Background: an optimization exercise with open tools, aiming at small area. Do not read the settings as production practice.
In this exercise RTL edits were held to simulation tests only and were not proved equivalent to the original.
Power and IR drop assume default switching activity.

==> flow/constraint.sdc <==
create_clock -name core_clock -period 20.0 [get_ports {clk}]
set_input_delay 4.0000 -clock core_clock [delete_from_list [all_inputs] [get_ports {clk}]]
set_output_delay 4.0000 -clock core_clock [all_outputs]
set_load 0.01 [all_outputs]
==> flow/run.sh <==
#!/bin/bash
# synth_recipe.tcl (not shown) runs the flow's synth.tcl, then flattens the netlist and writes it again
# the make line also repeats each setting of config.mk as NAME=value (left out here)
make -C /OpenROAD-flow-scripts/flow DESIGN_CONFIG=/design/flow/config.mk WORK_HOME=/design/flow/orfs CLKGATE_MAP_FILE= SYNTH_SCRIPT=/design/flow/synth_recipe.tcl finish
==> flow/config.mk <==
export PLATFORM = sky130hd
export DESIGN_NAME = clock
export DESIGN_NICKNAME = clock
export VERILOG_FILES = /design/flow/design.v
export SDC_FILE = /design/flow/constraint.sdc
export NUM_CORES = 4
export LEC_CHECK = 0
export ABC_AREA = 1
export CAP_MARGIN = 20
export CORE_MARGIN = 2
export CORE_UTILIZATION = 65
export SLEW_MARGIN = 20
==> flow/design.v <==
module clock(
    input clk,
    input rst,
    input adjust, up, up_ten,
    input h24, world_clock,
    input usa, england, spain,
    input sw_stopwatch,
    input sw_timer,
    input sw_alarm_set,
    input btn_stp_start,
    input btn_stp_reset,
    input btn_alarm_toggle,
    input btn_alarm_stop,
    output [7:0] seg_data, seg_com, seg7,
    output am, pm,
    output led4, led6, led8,
    output LCD_RS, LCD_RW, LCD_E,
    output [7:0] LCD_DATA,
    output [3:0] rgb_r,
    output piezo_out
    );
    reg [8:0] b;
    reg [2:0] d0, d1, d2;
    reg [1:0] t;             
    wire d0_4 = (d0 == 3'd4);
    wire d1_4 = (d1 == 3'd4);
    wire d2_4 = (d2 == 3'd4);
    always @(posedge clk or posedge rst) begin
        if (rst) begin
            b <= 0; d0 <= 0; d1 <= 0; d2 <= 0; t <= 0;
        end else begin
            b <= b + 1'b1;
            d0 <= d0_4 ? 3'd0 : d0 + 1'b1;
            if (d0_4) d1 <= d1_4 ? 3'd0 : d1 + 1'b1;
            if (d0_4 && d1_4) d2 <= d2_4 ? 3'd0 : d2 + 1'b1;
            t <= {t[1] ^ t[0], ~t[0] | t[1]};
        end
    end
    wire tick_999 = (b[2:0] == 3'd7) && d0_4 && d1_4 && d2_4;
    wire tick_1hz = (b[2:0] == 3'd0) && (d0 == 0) && (d1 == 0) && (d2 == 0) && (t != 2'b00);
    wire tick_10ms = b[0] && d0_4;
    wire lcd_tick = (t == 2'b10);
    assign LCD_E = (t == 2'b01);
    wire nomode = ~sw_stopwatch & ~sw_timer & ~sw_alarm_set;
    reg p_adj, p_up, p_upt, p_sst, p_srs, p_atg, p_ast, p_nm;
    always @(posedge clk) begin
        p_adj <= adjust; p_up <= up; p_upt <= up_ten;
        p_sst <= btn_stp_start; p_srs <= btn_stp_reset;
        p_atg <= btn_alarm_toggle; p_ast <= btn_alarm_stop;
        p_nm <= nomode;
    end
    wire adj_p = adjust & ~p_adj;
    wire up_p = up & ~p_up;
    wire upt_p = up_ten & ~p_upt;
    wire sst_p = btn_stp_start & ~p_sst;
    wire srs_p = btn_stp_reset & ~p_srs;
    wire atg_p = btn_alarm_toggle & ~p_atg;
    wire ast_p = btn_alarm_stop & ~p_ast;
    wire tc_adj_p = adjust & nomode & ~(p_adj & p_nm);
    wire tc_up_p = up & nomode & ~(p_up & p_nm);
    wire tc_upt_p = up_ten & nomode & ~(p_upt & p_nm);
    reg [1:0] adjust_mode;
    reg [1:0] h10; reg [3:0] h1;
    reg [2:0] m10; reg [3:0] m1;
    reg [2:0] s10; reg [3:0] s1;
    always @(posedge clk or posedge rst) begin
        if (rst) adjust_mode <= 0;
        else if (tc_adj_p) adjust_mode <= adjust_mode + 1'b1;
    end
    assign {led4, led6, led8} = (adjust_mode == 2'd1) ? 3'b001 :
                                (adjust_mode == 2'd2) ? 3'b010 :
                                (adjust_mode == 2'd3) ? 3'b100 : 3'b111;
    wire h_wrap = (h10 == 2'd2) && (h1 == 4'd3);
    always @(posedge clk or posedge rst) begin
        if (rst) begin
            h10 <= 0; h1 <= 0; m10 <= 0; m1 <= 0; s10 <= 0; s1 <= 0;
        end else begin
            if (adjust_mode == 0 && tick_1hz) begin
                if (s1 == 9) begin
                    s1 <= 0;
                    if (s10 == 5) begin
                        s10 <= 0;
                        if (m1 == 9) begin
                            m1 <= 0;
                            if (m10 == 5) begin
                                m10 <= 0;
                                if (h_wrap) begin h10 <= 0; h1 <= 0; end
                                else if (h1 == 9) begin h1 <= 0; h10 <= h10 + 1'b1; end
                                else h1 <= h1 + 1'b1;
                            end else m10 <= m10 + 1'b1;
                        end else m1 <= m1 + 1'b1;
                    end else s10 <= s10 + 1'b1;
                end else s1 <= s1 + 1'b1;
            end
            else if (tc_up_p) begin
                case (adjust_mode)
                    2'd1: begin
                        if (s1 == 9) begin
                            s1 <= 0;
                            if (s10 == 5) s10 <= 0; else s10 <= s10 + 1'b1;
                        end else s1 <= s1 + 1'b1;
                    end
                    2'd2: begin
                        if (m1 == 9) begin
                            m1 <= 0;
                            if (m10 == 5) m10 <= 0; else m10 <= m10 + 1'b1;
                        end else m1 <= m1 + 1'b1;
                    end
                    2'd3: begin
                        if (h_wrap) begin h10 <= 0; h1 <= 0; end
                        else if (h1 == 9) begin h1 <= 0; h10 <= h10 + 1'b1; end
                        else h1 <= h1 + 1'b1;
                    end
                    default: ;
                endcase
            end
            else if (tc_upt_p) begin
                case (adjust_mode)
                    2'd1: if (s10 >= 5) s10 <= 0; else s10 <= s10 + 1'b1;
                    2'd2: if (m10 >= 5) m10 <= 0; else m10 <= m10 + 1'b1;
                    2'd3: begin
                        if (h10 == 2'd2) begin h10 <= 0; h1 <= h1 + 4'd6; end
                        else if (h10 == 2'd1 && h1 >= 4) begin h10 <= 0; h1 <= h1 - 4'd4; end
                        else h10 <= h10 + 1'b1;
                    end
                    default: ;
                endcase
            end
        end
    end
    reg [4:0] w;
    reg [3:0] dh10, dh1;
    reg am_r, pm_r;
    always @(*) begin
        w = h10 * 5'd10 + h1;
        if (world_clock) begin
            if (usa) w = (w < 14) ? w + 5'd10 : w - 5'd14;
            else if (england) w = (w < 9) ? w + 5'd15 : w - 5'd9;
            else if (spain) w = (w < 8) ? w + 5'd16 : w - 5'd8;
        end
        am_r = 0; pm_r = 0;
        if (!(h24 || world_clock)) begin
            if (w < 12) begin
                am_r = 1;
                if (w == 0) w = 12;
            end else begin
                pm_r = 1;
                if (w > 12) w = w - 5'd12;
            end
        end
        dh10 = (w >= 20) ? 4'd2 : (w >= 10) ? 4'd1 : 4'd0;
        dh1 = (w >= 20) ? w - 5'd20 : (w >= 10) ? w - 5'd10 : w;
    end
    assign am = am_r;
    assign pm = pm_r;
    reg sw_run;
    reg [2:0] sm10; reg [3:0] sm1; reg [2:0] ss10; reg [3:0] ss1; reg [3:0] sc10, sc1;
    reg [2:0] lm10; reg [3:0] lm1; reg [2:0] ls10; reg [3:0] ls1; reg [3:0] lc10, lc1;
    always @(posedge clk or posedge rst) begin
        if (rst) begin
            {sm10, sm1, ss10, ss1, sc10, sc1} <= 0;
            {lm10, lm1, ls10, ls1, lc10, lc1} <= 0;
            sw_run <= 0;
        end else if (sw_stopwatch) begin
            if (sst_p) begin
                sw_run <= ~sw_run;
                if (sw_run) begin
                    lm10 <= sm10; lm1 <= sm1; ls10 <= ss10; ls1 <= ss1; lc10 <= sc10; lc1 <= sc1;
                end
            end
            if (srs_p) begin
                sw_run <= 0;
                {sm10, sm1, ss10, ss1, sc10, sc1} <= 0;
                {lm10, lm1, ls10, ls1, lc10, lc1} <= 0;
            end
            if (sw_run && tick_10ms) begin
                if (sc1 == 9) begin
                    sc1 <= 0;
                    if (sc10 == 9) begin
                        sc10 <= 0;
                        if (ss1 == 9) begin
                            ss1 <= 0;
                            if (ss10 == 5) begin
                                ss10 <= 0;
                                if (sm1 == 9) begin
                                    sm1 <= 0;
                                    if (sm10 == 5) sm10 <= 0; else sm10 <= sm10 + 1'b1;
                                end else sm1 <= sm1 + 1'b1;
                            end else ss10 <= ss10 + 1'b1;
                        end else ss1 <= ss1 + 1'b1;
                    end else sc10 <= sc10 + 1'b1;
                end else sc1 <= sc1 + 1'b1;
            end
        end
    end
    reg [3:0] tm_m10, tm_m1; reg [2:0] tm_s10; reg [3:0] tm_s1;
    reg [3:0] set_m10, set_m1, set_s10;
    reg tm_run, tm_alarm;
    wire tm_zero = (tm_m10 == 0) && (tm_m1 == 0) && (tm_s10 == 0) && (tm_s1 == 0);
    always @(posedge clk or posedge rst) begin
        if (rst) begin
            {tm_m10, tm_m1, tm_s10, tm_s1} <= 0;
            {set_m10, set_m1, set_s10} <= 0;
            tm_run <= 0; tm_alarm <= 0;
        end else if (sw_timer) begin
            if (tm_alarm && ast_p) begin
                tm_alarm <= 0; tm_run <= 0;
            end else if (srs_p) begin
                {tm_m10, tm_m1, tm_s10, tm_s1} <= 0;
                {set_m10, set_m1, set_s10} <= 0;
                tm_run <= 0; tm_alarm <= 0;
            end else if (!tm_run && !tm_alarm) begin
                if (upt_p) begin
                    if (tm_m1 == 9) begin
                        tm_m1 <= 0; tm_m10 <= tm_m10 + 1'b1;
                        set_m1 <= 0; set_m10 <= set_m10 + 1'b1;
                    end else begin
                        tm_m1 <= tm_m1 + 1'b1;
                        set_m1 <= set_m1 + 1'b1;
                    end
                end
                if (up_p) begin
                    if (tm_s10 == 5) begin
                        tm_s10 <= 0; set_s10 <= 0;
                    end else begin
                        tm_s10 <= tm_s10 + 1'b1; set_s10 <= set_s10 + 1'b1;
                    end
                    tm_s1 <= 0;
                end
            end
            if (adj_p && !tm_alarm && !tm_zero) tm_run <= ~tm_run;
            if (tm_run && tick_999) begin
                if (tm_zero) begin
                    tm_run <= 0; tm_alarm <= 1;
                end else begin
                    if (tm_s1 == 0) begin
                        tm_s1 <= 9;
                        if (tm_s10 == 0) begin
                            tm_s10 <= 5;
                            if (tm_m1 == 0) begin
                                tm_m1 <= 9;
                                if (tm_m10 != 0) tm_m10 <= tm_m10 - 1'b1;
                            end else tm_m1 <= tm_m1 - 1'b1;
                        end else tm_s10 <= tm_s10 - 1'b1;
                    end else tm_s1 <= tm_s1 - 1'b1;
                end
            end
        end else begin
            tm_alarm <= 0; tm_run <= 0;
        end
    end
    reg [1:0] ah10; reg [3:0] ah1; reg [2:0] am10; reg [3:0] am1;
    reg al_en, al_ring;
    always @(posedge clk or posedge rst) begin
        if (rst) begin
            {ah10, ah1, am10, am1} <= 0;
            al_en <= 0;
        end else begin
            if (atg_p) al_en <= ~al_en;
            if (sw_alarm_set) begin
                if (srs_p) {ah10, ah1, am10, am1} <= 0;
                if (up_p) begin
                    if (am1 == 9) begin
                        am1 <= 0;
                        if (am10 == 5) am10 <= 0; else am10 <= am10 + 1'b1;
                    end else am1 <= am1 + 1'b1;
                end
                if (upt_p) begin
                    if (ah10 == 2 && ah1 == 3) begin ah10 <= 0; ah1 <= 0; end
                    else if (ah1 == 9) begin ah1 <= 0; ah10 <= ah10 + 1'b1; end
                    else ah1 <= ah1 + 1'b1;
                end
            end
        end
    end
    always @(posedge clk or posedge rst) begin
        if (rst) al_ring <= 0;
        else begin
            if (!al_en || (al_ring && ast_p)) al_ring <= 0;
            else if (!sw_alarm_set && !al_ring) begin
                if (h10 == ah10 && h1 == ah1 && m10 == am10 && m1 == am1 && s10 == 0 && s1 == 0)
                    al_ring <= 1;
            end
        end
    end
    wire ringing = tm_alarm | al_ring;
    assign piezo_out = ringing & b[0];
    assign rgb_r = {4{ringing & b[8]}};
    reg [2:0] scan;
    always @(*) begin
        case ({t, b[2:0]})
            5'b00000: scan = 3'd0;
            5'b00001: scan = 3'd2;
            5'b00010: scan = 3'd5;
            5'b00011: scan = 3'd1;
            5'b00100: scan = 3'd3;
            5'b00101: scan = 3'd5;
            5'b00110: scan = 3'd2;
            5'b00111: scan = 3'd4;
            5'b01000: scan = 3'd4;
            5'b01001: scan = 3'd0;
            5'b01010: scan = 3'd3;
            5'b01011: scan = 3'd5;
            5'b01100: scan = 3'd1;
            5'b01101: scan = 3'd3;
            5'b01110: scan = 3'd0;
            5'b01111: scan = 3'd2;
            5'b10000: scan = 3'd2;
            5'b10001: scan = 3'd4;
            5'b10010: scan = 3'd1;
            5'b10011: scan = 3'd3;
            5'b10100: scan = 3'd5;
            5'b10101: scan = 3'd1;
            5'b10110: scan = 3'd4;
            5'b10111: scan = 3'd0;
            5'b11000: scan = 3'd0;
            5'b11001: scan = 3'd2;
            5'b11010: scan = 3'd5;
            5'b11011: scan = 3'd1;
            5'b11100: scan = 3'd3;
            5'b11101: scan = 3'd5;
            5'b11110: scan = 3'd2;
            5'b11111: scan = 3'd4;
            default: scan = 3'd0;
        endcase
    end
    reg [3:0] f_h10, f_h1, f_m10, f_m1, f_s10, f_s1;
    always @(*) begin
        if (sw_stopwatch) begin
            f_h10 = sm10; f_h1 = sm1; f_m10 = ss10; f_m1 = ss1; f_s10 = sc10; f_s1 = sc1;
        end else if (sw_timer) begin
            f_h10 = 0; f_h1 = 0; f_m10 = tm_m10; f_m1 = tm_m1; f_s10 = tm_s10; f_s1 = tm_s1;
        end else if (sw_alarm_set) begin
            f_h10 = ah10; f_h1 = ah1; f_m10 = am10; f_m1 = am1; f_s10 = 0; f_s1 = 0;
        end else begin
            f_h10 = dh10; f_h1 = dh1; f_m10 = m10; f_m1 = m1; f_s10 = s10; f_s1 = s1;
        end
    end
    reg [7:0] seg_com_r, seg_data_r;
    reg [3:0] digit;
    always @(*) begin
        case (scan)
            3'd0: begin seg_com_r = 8'b1101_1111; digit = f_h10; end
            3'd1: begin seg_com_r = 8'b1110_1111; digit = f_h1; end
            3'd2: begin seg_com_r = 8'b1111_0111; digit = f_m10; end
            3'd3: begin seg_com_r = 8'b1111_1011; digit = f_m1; end
            3'd4: begin seg_com_r = 8'b1111_1101; digit = f_s10; end
            default: begin seg_com_r = 8'b1111_1110; digit = f_s1; end
        endcase
        case (digit)
            4'h0: seg_data_r[6:0] = ~7'b100_0000;
            4'h1: seg_data_r[6:0] = ~7'b111_1001;
            4'h2: seg_data_r[6:0] = ~7'b010_0100;
            4'h3: seg_data_r[6:0] = ~7'b011_0000;
            4'h4: seg_data_r[6:0] = ~7'b001_1001;
            4'h5: seg_data_r[6:0] = ~7'b001_0010;
            4'h6: seg_data_r[6:0] = ~7'b000_0010;
            4'h7: seg_data_r[6:0] = ~7'b111_1000;
            4'h8: seg_data_r[6:0] = ~7'b000_0000;
            4'h9: seg_data_r[6:0] = ~7'b001_0000;
            default: seg_data_r[6:0] = 7'b000_0000;
        endcase
        seg_data_r[7] = (scan == 3'd1) || (scan == 3'd3);
    end
    assign seg_com = seg_com_r;
    assign seg_data = seg_data_r;
    reg [1:0] z;
    always @(posedge clk or posedge rst) begin
        if (rst) z <= 0;
        else if (!world_clock) z <= 0;
        else if (usa) z <= 2'b01;
        else if (england) z <= 2'b10;
        else if (spain) z <= 2'b11;
        else z <= 0;
    end
    assign seg7 = {1'b0, z[1], z[1] | z[0], z[1] ^ z[0], z[1] | z[0], z[0], z[0] & ~z[1], z[1]};
    reg [5:0] s;
    reg [5:0] dreg;      
    reg [5:0] ld;        
    reg [7:0] ch;        
    wire [3:0] idx = s[3:0];
    always @(*) begin
        ch = 8'h00;
        if (!s[5]) begin
            case (s[3:0])
                4'd0, 4'd2: ch = 8'h38;
                4'd4: ch = 8'h0C;
                4'd6: ch = 8'h01;
                4'd8: ch = 8'h06;
                4'd10: ch = 8'h80;
                4'd12: ch = 8'hC0;
                4'd14: ch = 8'h02;
                default: ch = 8'h00;
            endcase
        end else if (!s[4]) begin
            if (sw_stopwatch) begin
                case (idx)
                    0: ch = "M"; 1: ch = "O"; 2: ch = "D"; 3: ch = "E";
                    4: ch = " "; 5: ch = ":"; 6: ch = " ";
                    7: ch = "S"; 8: ch = "T"; 9: ch = "O"; 10: ch = "P";
                    11: ch = "W"; 12: ch = "A"; 13: ch = "T"; 14: ch = "C"; 15: ch = "H";
                endcase
            end else if (sw_timer) begin
                case (idx)
                    0: ch = "M"; 1: ch = "O"; 2: ch = "D"; 3: ch = "E";
                    4: ch = " "; 5: ch = ":"; 6: ch = " ";
                    7: ch = "T"; 8: ch = "I"; 9: ch = "M"; 10: ch = "E";
                    11: ch = "R"; 12: ch = " "; 13: ch = " "; 14: ch = " "; 15: ch = " ";
                endcase
            end else if (sw_alarm_set) begin
                case (idx)
                    0: ch = "A"; 1: ch = "L"; 2: ch = "A"; 3: ch = "R";
                    4: ch = "M"; 5: ch = " "; 6: ch = "S"; 7: ch = "E";
                    8: ch = "T"; 9: ch = " "; 10: ch = ":"; 11: ch = " ";
                    12: ch = "O";
                    13: ch = al_en ? "N" : "F";
                    14: ch = al_en ? " " : "F";
                    15: ch = " ";
                endcase
            end else begin
                case (idx)
                    0: ch = "M"; 1: ch = "O"; 2: ch = "D"; 3: ch = "E";
                    4: ch = " "; 5: ch = ":"; 6: ch = " ";
                    7: ch = h24 ? "2" : "1";
                    8: ch = h24 ? "4" : "2";
                    9: ch = "H";
                    10: ch = " "; 11: ch = "T"; 12: ch = "Y"; 13: ch = "P"; 14: ch = "E"; 15: ch = " ";
                endcase
            end
        end else begin
            if (sw_stopwatch) begin
                case (idx)
                    0: ch = "L"; 1: ch = "A"; 2: ch = "P";
                    3: ch = " "; 4: ch = ":"; 5: ch = " ";
                    6: ch = {5'b00110, lm10}; 7: ch = {4'b0011, lm1};
                    8: ch = ":";
                    9: ch = {5'b00110, ls10}; 10: ch = {4'b0011, ls1};
                    11: ch = ":";
                    12: ch = {4'b0011, lc10}; 13: ch = {4'b0011, lc1};
                    14: ch = " "; 15: ch = " ";
                endcase
            end else if (sw_timer) begin
                case (idx)
                    0: ch = "S"; 1: ch = "E"; 2: ch = "T";
                    3: ch = " "; 4: ch = ":"; 5: ch = " ";
                    6: ch = {4'b0011, set_m10}; 7: ch = {4'b0011, set_m1};
                    8: ch = ":";
                    9: ch = {4'b0011, set_s10}; 10: ch = "0";
                    default: ch = " ";
                endcase
            end else if (sw_alarm_set) begin
                case (idx)
                    0: ch = "T"; 1: ch = "I"; 2: ch = "M"; 3: ch = "E";
                    4: ch = " "; 5: ch = ":"; 6: ch = " ";
                    7: ch = {6'b001100, ah10}; 8: ch = {4'b0011, ah1};
                    9: ch = ":";
                    10: ch = {5'b00110, am10}; 11: ch = {4'b0011, am1};
                    default: ch = " ";
                endcase
            end else begin
                case (idx)
                    0: ch = "Z"; 1: ch = "O"; 2: ch = "N"; 3: ch = "E";
                    4: ch = " "; 5: ch = ":"; 6: ch = " ";
                    default: begin
                        if (world_clock && usa) begin
                            case (idx)
                                7: ch = "U"; 8: ch = "S"; 9: ch = "A"; 10: ch = " ";
                                11: ch = "("; 12: ch = "N"; 13: ch = "Y"; 14: ch = ")"; default: ch = " ";
                            endcase
                        end else if (world_clock && england) begin
                            case (idx)
                                7: ch = "U"; 8: ch = "K"; 9: ch = " "; 10: ch = "(";
                                11: ch = "L"; 12: ch = "O"; 13: ch = "N"; 14: ch = ")"; default: ch = " ";
                            endcase
                        end else if (world_clock && spain) begin
                            case (idx)
                                7: ch = "S"; 8: ch = "P"; 9: ch = "A"; 10: ch = "I";
                                11: ch = "N"; default: ch = " ";
                            endcase
                        end else begin
                            case (idx)
                                7: ch = "K"; 8: ch = "O"; 9: ch = "R"; 10: ch = "E";
                                11: ch = "A"; default: ch = " ";
                            endcase
                        end
                    end
                endcase
            end
        end
    end
    wire s_wr = s[5] | ~s[0];
    always @(posedge clk or posedge rst) begin
        if (rst) begin
            s <= 0; dreg <= 0; ld <= 0;
        end else if (lcd_tick) begin
            ld <= dreg;
            if (s_wr) dreg <= ch[5:0];
            if (s[5]) begin
                if (s[3:0] != 4'd15) s <= s + 1'b1;
                else s <= s[4] ? 6'd14 : 6'd12;
            end else if (s[3:0] == 4'd10) s <= 6'd32;
            else if (s[3:0] == 4'd12) s <= 6'd48;
            else if (s[3:0] == 4'd15) s <= 6'd10;
            else s <= s + 1'b1;
        end
    end
    wire cw2 = (s[5] && s[3:0] > 4'd1) || s == 6'd12 || s == 6'd14 || s == 6'd15 || s == 6'd48;
    assign LCD_DATA = {(s == 6'd33) || (s == 6'd49), (s == 6'd49) || (cw2 && !ld[5]), ld};
    assign LCD_RS = cw2;
    assign LCD_RW = 1'b0;
endmodule
==> results of run 1 <==
==> area by class of cell <==
| cell class | instances | area [um2] | share of cell area, % |
|---|---|---|---|
| Clock buffer | 17 | 425 | 3.14 |
| Clock inverter | 15 | 204 | 1.51 |
| Inverter | 270 | 1020 | 7.56 |
| Multi-Input combinational cell | 1229 | 6990 | 51.7 |
| Sequential cell | 159 | 3940 | 29.1 |
| Tap cell | 234 | 293 | 2.16 |
| Timing Repair Buffer | 68 | 653 | 4.83 |
==> worst reg2reg max path: cells and delay by family, from the launching register on <==
kind | cells | cell delay (ns)
buf+inv | 4 | 1.30
compound gates | 6 | 1.03
flops | 1 | 0.76
simple gates | 6 | 1.26
==> state kept, by name, summed over array words and instances, names as in the netlist, 6 cells and up <==
| signal | cells |
|---|---|
| ld | 6 |
| s | 6 |
| dreg | 6 |
| b | 9 |
==> cell usage in the layout, fill, tap and decap left out, types with 8 or more instances in the layout <==
master,n
o211ai_1,16
nand3_1,92
clkbuf_16,17
nand2_2,18
inv_1,255
buf_4,11
o21ai_1,9
dfrtp_1,151
nand4_1,16
clkdlybuf4s50_1,57
o31ai_1,17
o22ai_1,39
ha_1,83
nor2_1,159
a221oi_1,10
xor2_1,31
nand2_1,314
a21oi_1,116
dfxtp_1,8
o2111ai_1,9
o21ai_0,149
a22oi_1,9
nor3_1,29
inv_2,8
nor4_1,10
xnor2_1,8
a211oi_1,9
a31oi_1,12
o221ai_1,11
==> layer usage <==
layer / vias up / share of wire, %
met5: - / 0
met4: 0 / 5.1
met3: 145 / 9.4
met2: 775 / 45
met1: 5887 / 40
li1: 5822 / -
==> where the power goes <==
group | total [W] | switching, W | internal [W]
clock network | 0.000346 | 0.000173 | 0.000172
logic | 0.000603 | 0.000383 | 0.000220
registers | 0.000433 | 0.0000651 | 0.000368
==> metrics by stage <==
stage	util, %	power [W]	cell area (um2)	hold slack (ns)	cells
after floorplan	-	0.000864	12200	0.432	1707
after global routing	73.0	0.00148	13500	0.492	1992
after CTS	73.0	0.00137	13500	0.476	1992
final	73.0	0.00138	13500	0.473	1992
after global placement	69.6	0.00100	12900	0.448	1960
after detailed placement	69.6	0.00102	12900	0.457	1960
==> cell families (layout without fill, tap and decap cells) <==
family,after synthesis,in the layout,share of synthesized area [%]
AOI/OAI and AO/OA,439,439,21.9
xor gates and xnor gates,39,39,2.81
adders and majority gates,84,84,8.70
buffers and inverters,319,370,10.2
DFF,159,159,32.4
muxes,1,1,0.0823
other,2,4,0.0617
and+or+nand+nor,662,662,23.8
==> path summary, 6_finish.rpt <==
kind,end
max,seg_data[0]
min,ld[1]
max reg2reg,dreg[0]
min reg2reg,ld[1]
max in group asynchronous,ld[4]
min in group asynchronous,h10[0]
==> impl_metrics.prom, run 1 <==
# TYPE chip_impl_metric gauge
chip_impl_metric{name="maxClockFrequency",unit="MHz"} 79.0
chip_impl_metric{name="final_nets",unit=""} 1846
chip_impl_info{name="crit_path_start",value="england"} 1
chip_impl_metric{name="post-route-drc-count",unit=""} 0
chip_impl_info{name="rr_startpoint",value="s[3]"} 1
chip_impl_info{name="rsz0062_at_grt",value="false"} 1
chip_impl_metric{name="finalHoldViolations",unit=""} 0
chip_impl_metric{name="cts_max_level",unit=""} 4
chip_impl_metric{name="grt_pass1_vias",unit=""} 11800
chip_impl_metric{name="timing.final.setup_violations",unit=""} 0
chip_impl_metric{name="floorplan.die.height",unit="um"} 141
chip_impl_metric{name="initialDrtViolationCount",unit=""} 1496
chip_impl_metric{name="cp.required",unit="ns"} 16.00
chip_impl_metric{name="min_delay_path_depth",unit=""} 2
chip_impl_metric{name="max-vdd-ir-drop",unit="uV"} 71.7
chip_impl_metric{name="power.leakage",unit="nW"} 6.49
chip_impl_metric{name="crit_buf_inv",unit=""} 9
chip_impl_metric{name="final.setup.worst_slack",unit="ns"} 7.35
chip_impl_metric{name="first_pass_iters",unit=""} 9
chip_impl_metric{name="setup_tns",unit="ns"} 0
chip_impl_metric{name="syn_area",unit="um2"} 12200
chip_impl_metric{name="ys_seq_area_share",unit="%"} 32.4
chip_impl_info{name="synth_commonest_cells",value="nand2_1, inv_1, nor2_1"} 1
chip_impl_metric{name="io-pin-count",unit=""} 62
chip_impl_metric{name="syn2layout_area_growth",unit="%"} 11.2
chip_impl_metric{name="syn_warnings",unit=""} 1
chip_impl_metric{name="io_buffer_count",unit=""} 57
chip_impl_metric{name="post_synth_edffs",unit=""} 0
chip_impl_info{name="ctsRootBufferMaster",value="clkbuf_16"} 1
chip_impl_metric{name="dieWidth",unit="um"} 141
chip_impl_info{name="status",value="timing/DRC/antenna clean"} 1
chip_impl_metric{name="critical_path.max_fanout",unit=""} 7
chip_impl_metric{name="num_antenna_cells",unit=""} 0
chip_impl_info{name="hold_start",value="ld[1]"} 1
chip_impl_metric{name="max-slew-margin-rel",unit="%"} 28.9
chip_impl_metric{name="synth_seq_cells",unit=""} 159
chip_impl_metric{name="cts-resized-gates",unit=""} 0
chip_impl_info{name="crit_path_frequent_cell",value="nand2_1"} 1
chip_impl_metric{name="grt_pass1_wl",unit="mm"} 60.8
chip_impl_metric{name="min_period",unit="ns"} 12.65
chip_impl_metric{name="worstSetupPathDepth",unit=""} 38
chip_impl_info{name="netlist.top_cell.by_area",value="dfrtp_1"} 1
chip_impl_metric{name="grt_start_max_net_pins",unit=""} 84
chip_impl_info{name="worst_path_max_delay_cell",value="clkdlybuf4s50_1"} 1
chip_impl_info{name="timing.critical_path.to_type",value="primary output"} 1
chip_impl_metric{name="antenna_found_initial",unit=""} 0
chip_impl_metric{name="post_synth_inst_count",unit=""} 1705
chip_impl_metric{name="wl_per_cell",unit="um"} 19.0
chip_impl_metric{name="synth.lib_cells_used.distinct",unit=""} 63
chip_impl_info{name="synthFlopType",value="dfrtp_1"} 1
chip_impl_metric{name="core_area",unit="um2"} 18500
chip_impl_metric{name="fill_cells",unit=""} 1513
chip_impl_metric{name="globalRouteMet3Util",unit="%"} 5.37
chip_impl_metric{name="layout_cells_sized_above_1",unit="%"} 5.52
chip_impl_metric{name="core.rowCount",unit=""} 50
chip_impl_metric{name="clockBufferDepth",unit=""} 2
chip_impl_info{name="critical_path_class",value="primary input to primary output"} 1
chip_impl_metric{name="finalMaxSlewViolations",unit=""} 0
chip_impl_info{name="yosys-top-cells-area",value="dfrtp_1, nand2_1, ha_1, inv_1, o21ai_0"} 1
chip_impl_info{name="critical_path.startpoint_type",value="primary input"} 1
chip_impl_metric{name="netlist.area_leader.share",unit="%"} 31.1
chip_impl_metric{name="via_per_inst",unit=""} 6.34
chip_impl_metric{name="transition_time_at_the_pin_with_the_least_slew_margin",unit="ns"} 1.06
chip_impl_metric{name="cts.clk_slew.worst_paths",unit="ns"} 0.08
chip_impl_metric{name="cts.hold.buffers_added",unit=""} 0
chip_impl_info{name="gr-max-usage-layer",value="met2"} 1
chip_impl_metric{name="critPathArrivalTime",unit="ns"} 8.65
chip_impl_metric{name="postSynthAreaPerCell",unit="um2"} 7.14
chip_impl_info{name="min-delay-path-class",value="register to register"} 1
chip_impl_metric{name="track_usage",unit="%"} 38.5
chip_impl_metric{name="detailroute.via_count",unit=""} 12600
chip_impl_metric{name="post_detailed_routing_wire_length",unit="mm"} 37.9
chip_impl_metric{name="finalCritPeriodShare",unit="%"} 63.3
chip_impl_metric{name="design.die.area",unit="um2"} 19800
chip_impl_metric{name="gpl.final_weighted_congestion",unit=""} 1.07
chip_impl_metric{name="critical-path-max-stage-delay",unit="ns"} 0.62
chip_impl_info{name="crit_family",value="simple AND/OR/NAND/NOR gates"} 1
chip_impl_info{name="cts_tree",value="built"} 1
chip_impl_metric{name="initial_core_util",unit="%"} 65.7
chip_impl_metric{name="hpwl",unit="mm"} 27.6
chip_impl_metric{name="worstRegToRegCells",unit=""} 16
chip_impl_metric{name="tritoncts_num_sinks",unit=""} 159
chip_impl_metric{name="use_met1",unit="%"} 51.7
chip_impl_metric{name="maxCapViolations",unit=""} 0
chip_impl_metric{name="postSynth.asyncResetShare",unit="%"} 95.0
chip_impl_metric{name="cellPowerDensity",unit="nW/um2"} 102
chip_impl_metric{name="timing.clock.skew",unit="ns"} 0.0152
chip_impl_metric{name="use_met2",unit="%"} 61.2
chip_impl_metric{name="cts_setup_buffers",unit=""} 0
chip_impl_metric{name="clkLatencyLatePin",unit="ns"} 0.45
chip_impl_metric{name="dp_worst_setup_slack",unit="ns"} 7.41
chip_impl_metric{name="r2r_setup_slack",unit="ns"} 15.58
chip_impl_metric{name="overflow",unit=""} 0
chip_impl_metric{name="cts_inserted_buffers",unit=""} 17
chip_impl_info{name="synthMostInstantiatedCell",value="nand2_1"} 1
chip_impl_metric{name="ant_nets",unit=""} 0
==> inputs of run 2 (changes only) <==
==> flow/flow/run.sh (new file) <==
#!/bin/bash
set -euo pipefail
W=$(pwd)
F="$W/flow"

# ORFS's synth.tcl with the ABC script of the logic mapping replaced
sed 's#log_cmd abc {\*}$abc_args#log_cmd abc {*}[lreplace $abc_args 1 1 $::env(MY_ABC_SCRIPT)]#' \
    "$FLOW_HOME/scripts/synth.tcl" > "$W/synth_mod.tcl"
grep -q MY_ABC_SCRIPT "$W/synth_mod.tcl"
sed "s#source \$::env(SCRIPTS_DIR)/synth.tcl#source $W/synth_mod.tcl#" \
    "$W/synth_recipe.tcl" > "$W/my_synth.tcl"
grep -q synth_mod "$W/my_synth.tcl"
# The standard flow's layout command with that synthesis script
sed "s#SYNTH_SCRIPT=[^ ]*#SYNTH_SCRIPT=$W/my_synth.tcl ADDER_MAP_FILE= 'BUFFER_PORTS_ARGS=-buffer_cell sky130_fd_sc_hd__buf_1'#" \
    "$W/standard.sh" > "$W/my_standard.sh"
grep -q my_synth "$W/my_standard.sh"

export MY_ABC_SCRIPT="$F/area.abc"
bash "$W/my_standard.sh" > "$W/flow_make.log" 2>&1
test -f "$W/out/final.def"
==> flow/flow/area.abc (new file) <==
strash
ifraig
&get -n
&deepsyn -T 60
&put
dc2
dch -f
amap
topo
==> flow/standard.sh (new file) <==
#!/bin/bash
# synth_recipe.tcl (not shown) runs the flow's synth.tcl, then flattens the netlist and writes it again
# the make line also repeats each setting of config.mk as NAME=value (left out here)
make -C /OpenROAD-flow-scripts/flow DESIGN_CONFIG=/design/flow/config.mk WORK_HOME=/design/flow/orfs CLKGATE_MAP_FILE= SYNTH_SCRIPT=/design/flow/synth_recipe.tcl "${@:-finish}"
--- a/flow/config.mk
+++ b/flow/config.mk
@@ -11,2 +11,4 @@
 export CORE_UTILIZATION = 65
+export CTS_BUF_LIST = sky130_fd_sc_hd__clkbuf_4 sky130_fd_sc_hd__clkbuf_8
+export CTS_CLUSTER_SIZE = 10
 export SLEW_MARGIN = 20
removed: flow/run.sh
==> impl_metrics.prom, run 2 <==
# TYPE chip_impl_metric gauge
chip_impl_metric{name="num_antenna_cells",unit=""} 0
chip_impl_metric{name="ant_nets",unit=""} 0
chip_impl_metric{name="finalMaxSlewViolations",unit=""} 0
chip_impl_metric{name="power.leakage",unit="nW"} 3.98
chip_impl_metric{name="syn2layout_area_growth",unit="%"} 8.64
chip_impl_metric{name="finalHoldViolations",unit=""} 0
chip_impl_metric{name="overflow",unit=""} 0
chip_impl_metric{name="syn_warnings",unit=""} 1
chip_impl_metric{name="netlist.area_leader.share",unit="%"} 40.8
chip_impl_metric{name="cp.required",unit="ns"} 16.00
chip_impl_info{name="rsz0062_at_grt",value="false"} 1
chip_impl_metric{name="post_synth_edffs",unit=""} 0
chip_impl_metric{name="setup_tns",unit="ns"} 0
chip_impl_metric{name="first_pass_iters",unit=""} 9
chip_impl_metric{name="core.rowCount",unit=""} 43
chip_impl_info{name="netlist.top_cell.by_area",value="dfrtp_1"} 1
chip_impl_metric{name="wl_per_cell",unit="um"} 20.3
chip_impl_metric{name="cts-resized-gates",unit=""} 0
chip_impl_metric{name="via_per_inst",unit=""} 6.69
chip_impl_metric{name="max-vdd-ir-drop",unit="uV"} 73.5
chip_impl_info{name="synthMostInstantiatedCell",value="nor2_1"} 1
chip_impl_metric{name="layout_cells_sized_above_1",unit="%"} 2.81
chip_impl_metric{name="max-slew-margin-rel",unit="%"} 25.7
chip_impl_metric{name="area_used_by_multi_input_combinational_logic",unit="um2"} 4540
chip_impl_info{name="combinational_family_with_the_most_area_after_synthesis",value="compound AO/OA/AOI/OAI gates"} 1
chip_impl_metric{name="clockBufferDepth",unit=""} 2
chip_impl_info{name="cts_tree",value="built"} 1
chip_impl_metric{name="fill_cells",unit=""} 1141
chip_impl_info{name="synth_commonest_cells",value="nor2_1, clkinv_1, dfrtp_1"} 1
chip_impl_metric{name="maxCapViolations",unit=""} 0
chip_impl_metric{name="antenna_found_initial",unit=""} 0
chip_impl_metric{name="io-pin-count",unit=""} 62
chip_impl_metric{name="final-seq-area",unit="um2"} 3940
chip_impl_metric{name="min_delay_path_depth",unit=""} 1
chip_impl_metric{name="cts.hold.buffers_added",unit=""} 0
chip_impl_info{name="ctsRootBufferMaster",value="clkbuf_8"} 1
chip_impl_metric{name="synth-simple-area-share",unit="%"} 23.8
chip_impl_metric{name="timing.final.setup_violations",unit=""} 0
chip_impl_metric{name="initialDrtViolationCount",unit=""} 1714
chip_impl_metric{name="synth_mux_area_share",unit="%"} 0
chip_impl_metric{name="synth_seq_cells",unit=""} 159
chip_impl_info{name="synthFlopType",value="dfrtp_1"} 1
chip_impl_metric{name="cts_setup_buffers",unit=""} 0
chip_impl_metric{name="initial_core_util",unit="%"} 66.8
chip_impl_metric{name="dpl_cell_area",unit="um2"} 9680
chip_impl_info{name="final_common_cell",value="nor2_1"} 1
chip_impl_metric{name="finalCritPeriodShare",unit="%"} 65.3
chip_impl_metric{name="hpwl",unit="mm"} 22.9
chip_impl_info{name="critical_path_class",value="primary input to primary output"} 1
chip_impl_metric{name="maxClockFrequency",unit="MHz"} 76.5
chip_impl_info{name="layout.cells.most_common_list",value="nor2_1, clkinv_1, dfrtp_1, nand2_1, o21ai_0"} 1
chip_impl_metric{name="cts.clk_slew.worst_paths",unit="ns"} 0.09
chip_impl_metric{name="post-route-drc-count",unit=""} 0
chip_impl_metric{name="grt_pass1_vias",unit=""} 9055
chip_impl_metric{name="synth_xor_area_share",unit="%"} 0.0945
chip_impl_metric{name="worstRegToRegCells",unit=""} 19
chip_impl_metric{name="cts_max_level",unit=""} 4
chip_impl_metric{name="floorplan.die.height",unit="um"} 123
chip_impl_metric{name="detailroute.via_count",unit=""} 10000
chip_impl_metric{name="clkLatencyLatePin",unit="ns"} 0.47
chip_impl_metric{name="synth-adder-area-share",unit="%"} 0
chip_impl_metric{name="ys_seq_area_share",unit="%"} 42.5
chip_impl_metric{name="layout.cell_area.non_filler",unit="um2"} 10100
chip_impl_metric{name="critical_path.max_fanout",unit=""} 6
chip_impl_info{name="yosys-top-cells-area",value="dfrtp_1, nor2_1, clkinv_1, nand2_1, o21ai_0"} 1
chip_impl_metric{name="max_reg_flops",unit=""} 9
chip_impl_metric{name="min_period",unit="ns"} 13.06
chip_impl_info{name="status",value="timing/DRC/antenna clean"} 1
chip_impl_metric{name="postSynth.asyncResetShare",unit="%"} 95.0
chip_impl_metric{name="critPathArrivalTime",unit="ns"} 9.06
chip_impl_metric{name="grt_start_max_net_pins",unit=""} 85
chip_impl_metric{name="cellPowerDensity",unit="nW/um2"} 93.3
chip_impl_metric{name="compound_cell_area_share_of_the_yosys_netlist",unit="%"} 24.9
chip_impl_metric{name="transition_time_at_the_pin_with_the_least_slew_margin",unit="ns"} 1.11
chip_impl_metric{name="dieWidth",unit="um"} 123
chip_impl_metric{name="tritoncts_num_sinks",unit=""} 159
chip_impl_metric{name="track_usage",unit="%"} 41.2
chip_impl_metric{name="timing.clock.skew",unit="ns"} 0.0106
chip_impl_info{name="min-delay-path-class",value="register to register"} 1
chip_impl_metric{name="post_detailed_routing_wire_length",unit="mm"} 30.4
chip_impl_metric{name="syn_area",unit="um2"} 9270
chip_impl_metric{name="io_buffer_count",unit=""} 57
chip_impl_metric{name="gpl.final_weighted_congestion",unit=""} 1.08
chip_impl_metric{name="postSynthAreaPerCell",unit="um2"} 7.52
chip_impl_metric{name="design.die.area",unit="um2"} 15200
chip_impl_info{name="largest_register",value="b"} 1
chip_impl_metric{name="cts_inserted_buffers",unit=""} 17
chip_impl_info{name="critical_path.startpoint_type",value="primary input"} 1
chip_impl_info{name="timing.critical_path.to_type",value="primary output"} 1
chip_impl_metric{name="final_nets",unit=""} 1323
chip_impl_metric{name="grt_pass1_wl",unit="mm"} 47.4
chip_impl_metric{name="synth.lib_cells_used.distinct",unit=""} 49
chip_impl_metric{name="post_synth_inst_count",unit=""} 1233
chip_impl_metric{name="core_area",unit="um2"} 13900
## run 2: area by class of cell
class                      instances  area share, %
timing repair buffer              61           2.42
tap                              180           2.24
multi-input combinational        873           45.1
clock buffer                      20           2.61
sequential                       159           39.1
clock inverter                    12           1.23
inverter                         194           7.28
## run 2: per-layer routing
layer  GRT usage (%)  up-vias  wire length, um  part of all wire [%]
met5               0        -                0                     0
met4            18.8        0             1580                   5.2
met3            10.7      176             3660                    12
met2            63.2      744            13300                    44
met1            54.9     4603            11800                    39
li1                -     4507                -                     -
## run 2: cells by family after synthesis
group	Yosys count
and+or+nand+nor	523
xor gates and xnor gates	1
DFF	159
buffers and inverters	203
other	2
AOI/OAI and AO/OA	345
## run 2: path summary, 6_finish.rpt
check,start,endpoint,slack [ns]
max,world_clock,seg_data[3],6.94
min,b[8],b[8],0.46
max reg2reg,d0[0],tm_m10[3],15.41
min reg2reg,b[8],b[8],0.46
max in group asynchronous,rst,sc10[3],14.95
min in group asynchronous,rst,h1[1],3.68
## run 2: power breakdown
| part | switching, W | internal [W] | total, W |
|---|---|---|---|
| registers | 0.0000561 | 0.000360 | 0.000416 |
| logic | 0.000187 | 0.0000931 | 0.000280 |
| clock network | 0.000135 | 0.000108 | 0.000242 |
| total | 0.000378 | 0.000561 | 0.000939 |
## run 2: worst max-delay path, cell delays in order
cell	delay (ns)
buf_1	0.18
clkinv_1	0.11
nor3_1	0.28
clkinv_1	0.13
nor2_1	0.21
nor2_1	0.10
a221oi_1	0.38
and2_0	0.21
o32ai_1	0.12
nor2_1	0.15
a21oi_1	0.07
or2_0	0.25
o32ai_1	0.37
clkinv_1	0.20
a22oi_1	0.21
nor2_1	0.09
a221oi_1	0.32
o21ai_0	0.22
a222oi_1	0.28
o2111ai_1	0.14
o41ai_1	0.19
clkinv_1	0.22
nor2_1	0.19
o21ai_0	0.13
nand2_1	0.13
nor2_1	0.05
buf_1	0.14
## run 2: per-stage QoR
| stage | power [W] | setup slack, ns | util [%] | cells | hold WS [ns] |
|---|---|---|---|---|---|
| 3_3_place_gp | 0.000683 | 7.40 | 69.7 | 1467 | 0.444 |
| 3_5_place_dp | 0.000692 | 7.05 | 69.7 | 1467 | 0.453 |
| 6_report | 0.000939 | 6.94 | 72.5 | 1499 | 0.460 |
| 5_1_grt | 0.000989 | 6.34 | 72.5 | 1499 | 0.499 |
| 2_1_floorplan | 0.000611 | 8.09 | - | 1235 | 0.432 |
| 4_1_cts | 0.000929 | 7.03 | 72.5 | 1499 | 0.465 |
==> inputs of run 3 (changes only) <==
--- a/flow/config.mk
+++ b/flow/config.mk
@@ -11,4 +11,3 @@
 export CORE_UTILIZATION = 65
-export CTS_BUF_LIST = sky130_fd_sc_hd__clkbuf_4 sky130_fd_sc_hd__clkbuf_8
-export CTS_CLUSTER_SIZE = 10
+export CTS_BUF_LIST = sky130_fd_sc_hd__clkbuf_8
 export SLEW_MARGIN = 20
==> impl_metrics.prom, run 3 <==
# TYPE chip_impl_metric gauge
chip_impl_metric{name="track_usage",unit="%"} 40.6
chip_impl_metric{name="clkLatencyLatePin",unit="ns"} 0.50
chip_impl_info{name="netlist.top_cell.by_area",value="dfrtp_1"} 1
chip_impl_metric{name="net-switching-power",unit="W"} 0.000368
chip_impl_metric{name="globalRouteMet3Util",unit="%"} 11.1
chip_impl_info{name="timing.critical_path.to_type",value="primary output"} 1
chip_impl_metric{name="final_nets",unit=""} 1346
chip_impl_info{name="combinational_family_with_the_most_area_after_synthesis",value="compound AO/OA/AOI/OAI gates"} 1
chip_impl_metric{name="max-vdd-ir-drop",unit="uV"} 74.0
chip_impl_metric{name="syn2layout_area_growth",unit="%"} 9.17
chip_impl_metric{name="critical_path.max_fanout",unit=""} 8
chip_impl_metric{name="tritoncts_num_sinks",unit=""} 159
chip_impl_info{name="worst_path_max_delay_cell",value="o21ai_0"} 1
chip_impl_metric{name="max_reg_flops",unit=""} 9
chip_impl_metric{name="detailroute.via_count",unit=""} 10100
chip_impl_metric{name="initialDrtViolationCount",unit=""} 1455
chip_impl_metric{name="maxCapViolations",unit=""} 0
chip_impl_metric{name="clockBufferDepth",unit=""} 2
chip_impl_metric{name="cts-resized-gates",unit=""} 0
chip_impl_metric{name="r2r_setup_slack",unit="ns"} 14.98
chip_impl_metric{name="power.leakage",unit="nW"} 3.98
chip_impl_metric{name="post_synth_edffs",unit=""} 0
chip_impl_metric{name="finalCritPeriodShare",unit="%"} 68.4
chip_impl_metric{name="synth_xor_area_share",unit="%"} 0
chip_impl_info{name="critical_path_class",value="primary input to primary output"} 1
chip_impl_metric{name="dieWidth",unit="um"} 124
chip_impl_metric{name="transition_time_at_the_pin_with_the_least_slew_margin",unit="ns"} 0.995
chip_impl_metric{name="ant_nets",unit=""} 0
chip_impl_metric{name="timing.final.setup_violations",unit=""} 0
chip_impl_metric{name="floorplan.die.height",unit="um"} 124
chip_impl_info{name="min-delay-path-class",value="register to register"} 1
chip_impl_metric{name="synth_seq_cells",unit=""} 159
chip_impl_metric{name="p_seq_share",unit="%"} 44.7
chip_impl_metric{name="finalMaxSlewViolations",unit=""} 0
chip_impl_metric{name="first_pass_iters",unit=""} 10
chip_impl_metric{name="finalHoldViolations",unit=""} 0
chip_impl_metric{name="post-route-drc-count",unit=""} 0
chip_impl_metric{name="wl_per_cell",unit="um"} 19.6
chip_impl_info{name="largest_register",value="b"} 1
chip_impl_metric{name="post_detailed_routing_wire_length",unit="mm"} 29.9
chip_impl_metric{name="cts_setup_buffers",unit=""} 0
chip_impl_metric{name="layout_cells_sized_above_1",unit="%"} 2.91
chip_impl_metric{name="max-slew-margin-rel",unit="%"} 31.9
chip_impl_metric{name="use_met1",unit="%"} 55.9
chip_impl_metric{name="timing.clock.skew",unit="ns"} 0.0167
chip_impl_metric{name="post_synth_inst_count",unit=""} 1254
chip_impl_info{name="gr-max-usage-layer",value="met2"} 1
chip_impl_metric{name="postSynthAreaPerCell",unit="um2"} 7.45
chip_impl_metric{name="antenna_found_initial",unit=""} 0
chip_impl_metric{name="io-pin-count",unit=""} 62
chip_impl_metric{name="cts_max_level",unit=""} 4
chip_impl_metric{name="gpl.final_weighted_congestion",unit=""} 1.07
chip_impl_metric{name="num_antenna_cells",unit=""} 0
chip_impl_info{name="cts_tree",value="built"} 1
chip_impl_metric{name="clock_power_share",unit="%"} 28.2
chip_impl_metric{name="switching_share",unit="%"} 40.1
chip_impl_metric{name="via_per_inst",unit=""} 6.61
chip_impl_metric{name="critical-path-max-stage-delay",unit="ns"} 0.63
chip_impl_metric{name="synth-simple-area-share",unit="%"} 23.3
chip_impl_metric{name="cts.hold.buffers_added",unit=""} 0
chip_impl_metric{name="synth-adder-area-share",unit="%"} 0
chip_impl_metric{name="internal_power",unit="W"} 0.000549
chip_impl_metric{name="core.rowCount",unit=""} 43
chip_impl_metric{name="design.die.area",unit="um2"} 15400
chip_impl_metric{name="ys_seq_area_share",unit="%"} 42.1
chip_impl_metric{name="use_met2",unit="%"} 59.7
chip_impl_metric{name="initial_core_util",unit="%"} 66.8
chip_impl_metric{name="core_area",unit="um2"} 14000
chip_impl_metric{name="maxClockFrequency",unit="MHz"} 73.1
chip_impl_metric{name="syn_area",unit="um2"} 9350
chip_impl_metric{name="placed_cells_incl_taps",unit=""} 1490
chip_impl_metric{name="grt_start_max_net_pins",unit=""} 93
chip_impl_metric{name="setup_tns",unit="ns"} 0
chip_impl_metric{name="worstRegToRegCells",unit=""} 23
chip_impl_metric{name="cts_inserted_buffers",unit=""} 17
chip_impl_metric{name="compound_cell_area_share_of_the_yosys_netlist",unit="%"} 25.5
chip_impl_metric{name="instances_no_fill",unit=""} 1522
chip_impl_metric{name="fill_cells",unit=""} 1110
chip_impl_metric{name="min_delay_path_depth",unit=""} 1
chip_impl_info{name="synth_commonest_cells",value="nor2_1, clkinv_1, dfrtp_1"} 1
chip_impl_info{name="rsz0062_at_grt",value="false"} 1
chip_impl_info{name="final_common_cell",value="nor2_1"} 1
chip_impl_metric{name="cp.required",unit="ns"} 16.00
chip_impl_info{name="critical_path.startpoint_type",value="primary input"} 1
chip_impl_info{name="layout.cells.most_common_list",value="nor2_1, clkinv_1, dfrtp_1, nand2_1, o21ai_0"} 1
chip_impl_info{name="yosys-top-cells-area",value="dfrtp_1, nor2_1, clkinv_1, nand2_1, o21ai_0"} 1
chip_impl_metric{name="overflow",unit=""} 0
chip_impl_info{name="ctsRootBufferMaster",value="clkbuf_8"} 1
chip_impl_metric{name="cts.clk_slew.worst_paths",unit="ns"} 0.11
chip_impl_metric{name="min_period",unit="ns"} 13.68
chip_impl_metric{name="postSynth.asyncResetShare",unit="%"} 95.0
chip_impl_info{name="synthFlopType",value="dfrtp_1"} 1
chip_impl_info{name="synthMostInstantiatedCell",value="nor2_1"} 1
chip_impl_info{name="status",value="timing/DRC/antenna clean"} 1
chip_impl_metric{name="critPathArrivalTime",unit="ns"} 9.68
chip_impl_metric{name="synth.lib_cells_used.distinct",unit=""} 52
chip_impl_metric{name="netlist.area_leader.share",unit="%"} 40.4
chip_impl_metric{name="cellPowerDensity",unit="nW/um2"} 89.9
chip_impl_metric{name="timing.hold.ws",unit="ns"} 0.449
chip_impl_metric{name="io_buffer_count",unit=""} 57
chip_impl_metric{name="grt_pass1_vias",unit=""} 8865
chip_impl_metric{name="grt_pass1_wl",unit="mm"} 46.7
chip_impl_metric{name="synth_mux_area_share",unit="%"} 0
chip_impl_metric{name="hpwl",unit="mm"} 22.5
chip_impl_metric{name="comb_power_share",unit="%"} 27.0
chip_impl_metric{name="syn_warnings",unit=""} 1
==> run 3: cell types whose count changed after synthesis, moves of 4 or more <==
cell,before,now
clkinv_1,194,204
a31oi_1,22,18
o32ai_1,12,16
a221oi_1,10,14
a21oi_1,51,62
o21ai_0,80,88
a32oi_1,0,4
a22o_1,5,1
a211oi_1,18,9
o221ai_1,9,3
==> run 3: path summary, 6_finish.rpt <==
path,start,to
max in group asynchronous,rst,sc1[1]
worst min register to register,d0[0],d0[0]
worst max-delay path,world_clock,seg_data[1]
worst min-delay path,d0[0],d0[0]
worst max register to register,d0[0],sm10[1]
min in group asynchronous,rst,adjust_mode[0]
==> run 3: per-stage QoR <==
step	area, um2	total power, W	utilization, %	setup WS (ns)
detailed placement	9770	0.000653	69.9	6.47
floorplan	9350	0.000580	-	7.60
global route	10200	0.000963	72.9	5.46
global placement	9770	0.000649	69.9	6.77
CTS	10200	0.000905	72.9	6.46
finish	10200	0.000917	72.9	6.32
==> run 3: cell type report <==
class	count	area, um2	area share [%]
Clock buffer	18	248	2.43
Clock inverter	14	180	1.77
Inverter	204	771	7.55
Multi-Input combinational cell	884	4580	44.9
Sequential cell	159	3940	38.6
Tap cell	180	225	2.21
Timing Repair Buffer	63	259	2.54
==> run 3: kinds of logic after synthesis <==
| group | count (synthesis) |
|---|---|
| other | 2 |
| AO/OA/AOI/OAI | 360 |
| flip-flops | 159 |
| AND/OR/NAND/NOR | 520 |
| buffers and inverters | 213 |
==> run 3: critical path, delay by kind of cell <==
| family | cells | cell delay (ns) |
|---|---|---|
| AND/OR/NAND/NOR | 11 | 1.56 |
| buffers and inverters | 8 | 1.20 |
| AO/OA/AOI/OAI | 11 | 2.90 |
==> run 3: power groups by stage <==
stage                     Sequential, W  Clock, W  Combinational [W]
after global routing           0.000414  0.000273           0.000276
after detailed placement       0.000413         0           0.000240
after global placement         0.000413         0           0.000236
final                          0.000410  0.000259           0.000248
after CTS                      0.000407  0.000258           0.000241
after floorplan                0.000396         0           0.000184
==> run 3: per-layer routing <==
layer	vias up	wire length [um]
li1	4584	-
met1	4582	11800
met2	746	12600
met3	148	3900
met4	0	1590
met5	-	0
==> inputs of run 4 (changes only) <==
--- a/flow/design.v
+++ b/flow/design.v
@@ -62,3 +62,4 @@
     reg [1:0] adjust_mode;
-    reg [1:0] h10; reg [3:0] h1;
+    reg [4:0] hr;            
+    reg [4:0] ahr;           
     reg [2:0] m10; reg [3:0] m1;
@@ -72,6 +73,6 @@
                                 (adjust_mode == 2'd3) ? 3'b100 : 3'b111;
-    wire h_wrap = (h10 == 2'd2) && (h1 == 4'd3);
+    wire [4:0] hr_inc = (hr == 5'd23) ? 5'd0 : hr + 5'd1;
     always @(posedge clk or posedge rst) begin
         if (rst) begin
-            h10 <= 0; h1 <= 0; m10 <= 0; m1 <= 0; s10 <= 0; s1 <= 0;
+            hr <= 0; m10 <= 0; m1 <= 0; s10 <= 0; s1 <= 0;
         end else begin
@@ -86,5 +87,3 @@
                                 m10 <= 0;
-                                if (h_wrap) begin h10 <= 0; h1 <= 0; end
-                                else if (h1 == 9) begin h1 <= 0; h10 <= h10 + 1'b1; end
-                                else h1 <= h1 + 1'b1;
+                                hr <= hr_inc;
                             end else m10 <= m10 + 1'b1;
@@ -109,5 +108,3 @@
                     2'd3: begin
-                        if (h_wrap) begin h10 <= 0; h1 <= 0; end
-                        else if (h1 == 9) begin h1 <= 0; h10 <= h10 + 1'b1; end
-                        else h1 <= h1 + 1'b1;
+                        hr <= hr_inc;
                     end
@@ -120,7 +117,3 @@
                     2'd2: if (m10 >= 5) m10 <= 0; else m10 <= m10 + 1'b1;
-                    2'd3: begin
-                        if (h10 == 2'd2) begin h10 <= 0; h1 <= h1 + 4'd6; end
-                        else if (h10 == 2'd1 && h1 >= 4) begin h10 <= 0; h1 <= h1 - 4'd4; end
-                        else h10 <= h10 + 1'b1;
-                    end
+                    2'd3: hr <= (hr >= 5'd14) ? hr - 5'd14 : hr + 5'd10;
                     default: ;
@@ -130,2 +123,4 @@
     end
+    wire al_disp = sw_alarm_set;
+    wire [4:0] hx = al_disp ? ahr : hr;
     reg [4:0] w;
@@ -134,17 +129,11 @@
     always @(*) begin
-        w = h10 * 5'd10 + h1;
-        if (world_clock) begin
-            if (usa) w = (w < 14) ? w + 5'd10 : w - 5'd14;
-            else if (england) w = (w < 9) ? w + 5'd15 : w - 5'd9;
-            else if (spain) w = (w < 8) ? w + 5'd16 : w - 5'd8;
+        w = hx;
+        if (world_clock && !al_disp) begin
+            if (usa) w = (hx < 14) ? hx + 5'd10 : hx - 5'd14;
+            else if (england) w = (hx < 9) ? hx + 5'd15 : hx - 5'd9;
+            else if (spain) w = (hx < 8) ? hx + 5'd16 : hx - 5'd8;
         end
-        am_r = 0; pm_r = 0;
-        if (!(h24 || world_clock)) begin
-            if (w < 12) begin
-                am_r = 1;
-                if (w == 0) w = 12;
-            end else begin
-                pm_r = 1;
-                if (w > 12) w = w - 5'd12;
-            end
+        if (!(h24 || world_clock || al_disp)) begin
+            if (hx == 0) w = 12;
+            else if (hx > 12) w = hx - 5'd12;
         end
@@ -152,2 +141,4 @@
         dh1 = (w >= 20) ? w - 5'd20 : (w >= 10) ? w - 5'd10 : w;
+        am_r = !(h24 || world_clock) && (hr < 12);
+        pm_r = !(h24 || world_clock) && (hr >= 12);
     end
@@ -251,3 +242,3 @@
     end
-    reg [1:0] ah10; reg [3:0] ah1; reg [2:0] am10; reg [3:0] am1;
+    reg [2:0] am10; reg [3:0] am1;
     reg al_en, al_ring;
@@ -255,3 +246,3 @@
         if (rst) begin
-            {ah10, ah1, am10, am1} <= 0;
+            {ahr, am10, am1} <= 0;
             al_en <= 0;
@@ -260,3 +251,3 @@
             if (sw_alarm_set) begin
-                if (srs_p) {ah10, ah1, am10, am1} <= 0;
+                if (srs_p) {ahr, am10, am1} <= 0;
                 if (up_p) begin
@@ -268,5 +259,5 @@
                 if (upt_p) begin
-                    if (ah10 == 2 && ah1 == 3) begin ah10 <= 0; ah1 <= 0; end
-                    else if (ah1 == 9) begin ah1 <= 0; ah10 <= ah10 + 1'b1; end
-                    else ah1 <= ah1 + 1'b1;
+                    if (ahr == 5'd23) ahr <= 5'd0;
+                    else if (srs_p && dh1 != 4'd9) ahr <= dh1[3:0] + 5'd1;
+                    else ahr <= ahr + 5'd1;
                 end
@@ -280,3 +271,3 @@
             else if (!sw_alarm_set && !al_ring) begin
-                if (h10 == ah10 && h1 == ah1 && m10 == am10 && m1 == am1 && s10 == 0 && s1 == 0)
+                if (hr == ahr && m10 == am10 && m1 == am1 && s10 == 0 && s1 == 0)
                     al_ring <= 1;
@@ -333,3 +324,3 @@
         end else if (sw_alarm_set) begin
-            f_h10 = ah10; f_h1 = ah1; f_m10 = am10; f_m1 = am1; f_s10 = 0; f_s1 = 0;
+            f_h10 = dh10; f_h1 = dh1; f_m10 = am10; f_m1 = am1; f_s10 = 0; f_s1 = 0;
         end else begin
@@ -384,11 +375,10 @@
         if (!s[5]) begin
-            case (s[3:0])
-                4'd0, 4'd2: ch = 8'h38;
-                4'd4: ch = 8'h0C;
-                4'd6: ch = 8'h01;
-                4'd8: ch = 8'h06;
-                4'd10: ch = 8'h80;
-                4'd12: ch = 8'hC0;
-                4'd14: ch = 8'h02;
-                default: ch = 8'h00;
+            case (s[3:1])
+                3'd0, 3'd1: ch = 8'h38;
+                3'd2: ch = 8'h0C;
+                3'd3: ch = 8'h01;
+                3'd4: ch = 8'h06;
+                3'd5: ch = 8'h80;
+                3'd6: ch = 8'hC0;
+                default: ch = 8'h02;
             endcase
@@ -454,3 +444,3 @@
                     4: ch = " "; 5: ch = ":"; 6: ch = " ";
-                    7: ch = {6'b001100, ah10}; 8: ch = {4'b0011, ah1};
+                    7: ch = {4'b0011, dh10}; 8: ch = {4'b0011, dh1};
                     9: ch = ":";
--- a/flow/config.mk
+++ b/flow/config.mk
@@ -11,3 +11,4 @@
 export CORE_UTILIZATION = 65
-export CTS_BUF_LIST = sky130_fd_sc_hd__clkbuf_8
+export CTS_BUF_LIST = sky130_fd_sc_hd__clkbuf_4 sky130_fd_sc_hd__clkbuf_8
+export CTS_CLUSTER_SIZE = 10
 export SLEW_MARGIN = 20
==> impl_metrics.prom, run 4 <==
# TYPE chip_impl_metric gauge
chip_impl_info{name="status",value="timing/DRC/antenna clean"} 1
chip_impl_metric{name="clkLatencyLatePin",unit="ns"} 0.50
chip_impl_metric{name="via_per_inst",unit=""} 6.68
chip_impl_metric{name="timing.final.setup_violations",unit=""} 0
chip_impl_metric{name="synth.lib_cells_used.distinct",unit=""} 49
chip_impl_metric{name="final_nets",unit=""} 1270
chip_impl_metric{name="cts.clk_slew.worst_paths",unit="ns"} 0.10
chip_impl_metric{name="first_pass_iters",unit=""} 8
chip_impl_metric{name="wl_per_cell",unit="um"} 20.3
chip_impl_metric{name="max-slew-margin-rel",unit="%"} 28.1
chip_impl_metric{name="compound_cell_area_share_of_the_yosys_netlist",unit="%"} 26.2
chip_impl_info{name="cts_tree",value="built"} 1
chip_impl_metric{name="initialDrtViolationCount",unit=""} 1696
chip_impl_metric{name="finalHoldViolations",unit=""} 0
chip_impl_info{name="combinational_family_with_the_most_area_after_synthesis",value="compound AO/OA/AOI/OAI gates"} 1
chip_impl_metric{name="design.die.area",unit="um2"} 14800
chip_impl_metric{name="critPathArrivalTime",unit="ns"} 9.62
chip_impl_metric{name="post-route-drc-count",unit=""} 0
chip_impl_info{name="timing.critical_path.to_type",value="primary output"} 1
chip_impl_metric{name="overflow",unit=""} 0
chip_impl_info{name="synth_commonest_cells",value="nor2_1, clkinv_1, dfrtp_1"} 1
chip_impl_metric{name="core.rowCount",unit=""} 43
chip_impl_metric{name="critical-path-max-stage-delay",unit="ns"} 0.51
chip_impl_info{name="worst_path_max_delay_cell",value="a222oi_1"} 1
chip_impl_metric{name="maxClockFrequency",unit="MHz"} 73.4
chip_impl_metric{name="cp.required",unit="ns"} 16.00
chip_impl_metric{name="p_seq_share",unit="%"} 46.3
chip_impl_metric{name="maxCapViolations",unit=""} 0
chip_impl_metric{name="syn_warnings",unit=""} 1
chip_impl_metric{name="comb_power_share",unit="%"} 24.5
chip_impl_metric{name="dieWidth",unit="um"} 122
chip_impl_info{name="critical_path_class",value="primary input to primary output"} 1
chip_impl_info{name="min-delay-path-class",value="register to register"} 1
chip_impl_metric{name="net-switching-power",unit="W"} 0.000338
==> run 4: critical path, delay by kind of cell <==
family	cells	cell delay [ns]
compound gates	14	3.18
simple gates	12	1.82
buf+inv	4	0.60
==> run 4: cell type report <==
cell class	count	area [um2]	share of cell area, %
multi-input cells	831	4380	44.4
flip-flops and latches	157	3890	39.4
inverters	182	688	6.97
repair buffers	64	267	2.70
clock buffers	18	241	2.45
well taps	180	225	2.28
clock inverters	14	176	1.79
==> run 4: path summary, 6_finish.rpt <==
check | startpoint | endpoint | slack, ns | cells past startpoint
worst max-delay path | world_clock | seg_data[1] | 6.38 | 30
worst min-delay path | d0[0] | d0[0] | 0.46 | 1
worst max register to register | hr[0] | dreg[1] | 14.78 | 24
worst min register to register | d0[0] | d0[0] | 0.46 | 1
max in group asynchronous | rst | hr[4] | 15.01 | 3
min in group asynchronous | rst | sc10[1] | 3.59 | 2
==> run 4: per-stage QoR <==
step | cell area [um2] | instances | hold WS [ns] | setup WS, ns | power [W]
CTS | 9870 | 1446 | 0.456 | 6.62 | 0.000874
floorplan | 9020 | 1179 | 0.418 | 7.64 | 0.000554
detailed placement | 9450 | 1414 | 0.445 | 6.63 | 0.000622
finish | 9870 | 1446 | 0.456 | 6.38 | 0.000884
global placement | 9450 | 1414 | 0.435 | 7.03 | 0.000615
global route | 9870 | 1446 | 0.471 | 5.91 | 0.000926
==> run 4: kinds of logic after synthesis <==
kind of cell,after synthesis
AO/OA/AOI/OAI,346
buffers and inverters,191
flip-flops,157
other,2
AND/OR/NAND/NOR,481
==> run 4: power by group through the flow <==
stage	Clock, W	Sequential (W)	Combinational, W
2_1_floorplan	0	0.000396	0.000158
3_3_place_gp	0	0.000412	0.000204
5_1_grt	0.000271	0.000414	0.000241
6_report	0.000258	0.000409	0.000217
3_5_place_dp	0	0.000412	0.000210
4_1_cts	0.000256	0.000406	0.000212
==> run 4: routing by layer <==
metal / global-route usage (%) / vias to the layer above / part of all wire [%]
met3: 9.78 / 151 / 11
li1: - / 4372 / -
met5: 0 / - / 0
met4: 22.2 / 0 / 5.9
met2: 63.2 / 668 / 44
met1: 55.5 / 4465 / 39

==> port drivers added, routing unchanged <==
No port has a modelled driver above. Below, the same layouts with a new extraction and two added sets of constraints.
Step 1: set_driving_cell puts a clkbuf_16 on clk and a buf_2 on each other input, an assumption about the parent block.
Step 2 times the ports against the registers' clock, not the clock port: input delays grow and output delays shrink by t, the midpoint of the rising clock arrivals with the driver on.
a / b / c = ideal / step 1 / step 2; a / b = the first two.
run | shift t [ns] | setup slack, ns | hold slack, ns | worst slew at a driven data input, ns
run 1 | 0.493 | 7.350 / 7.323 / 7.323 | 0.473 / 0.473 / 0.473 | 0.05
run 2 | 0.504 | 6.937 / 6.911 / 6.911 | 0.460 / 0.460 / 0.460 | 0.04
run 3 | 0.534 | 6.316 / 6.292 / 6.292 | 0.449 / 0.449 / 0.449 | 0.03
run 4 | 0.535 | 6.379 / 6.354 / 6.354 | 0.456 / 0.456 / 0.456 | 0.03
After both steps every run listed still meets setup and hold. The setup slack of run 1, which loses most, moves by -0.027 ns with the drivers and by -0.027 ns with both steps.
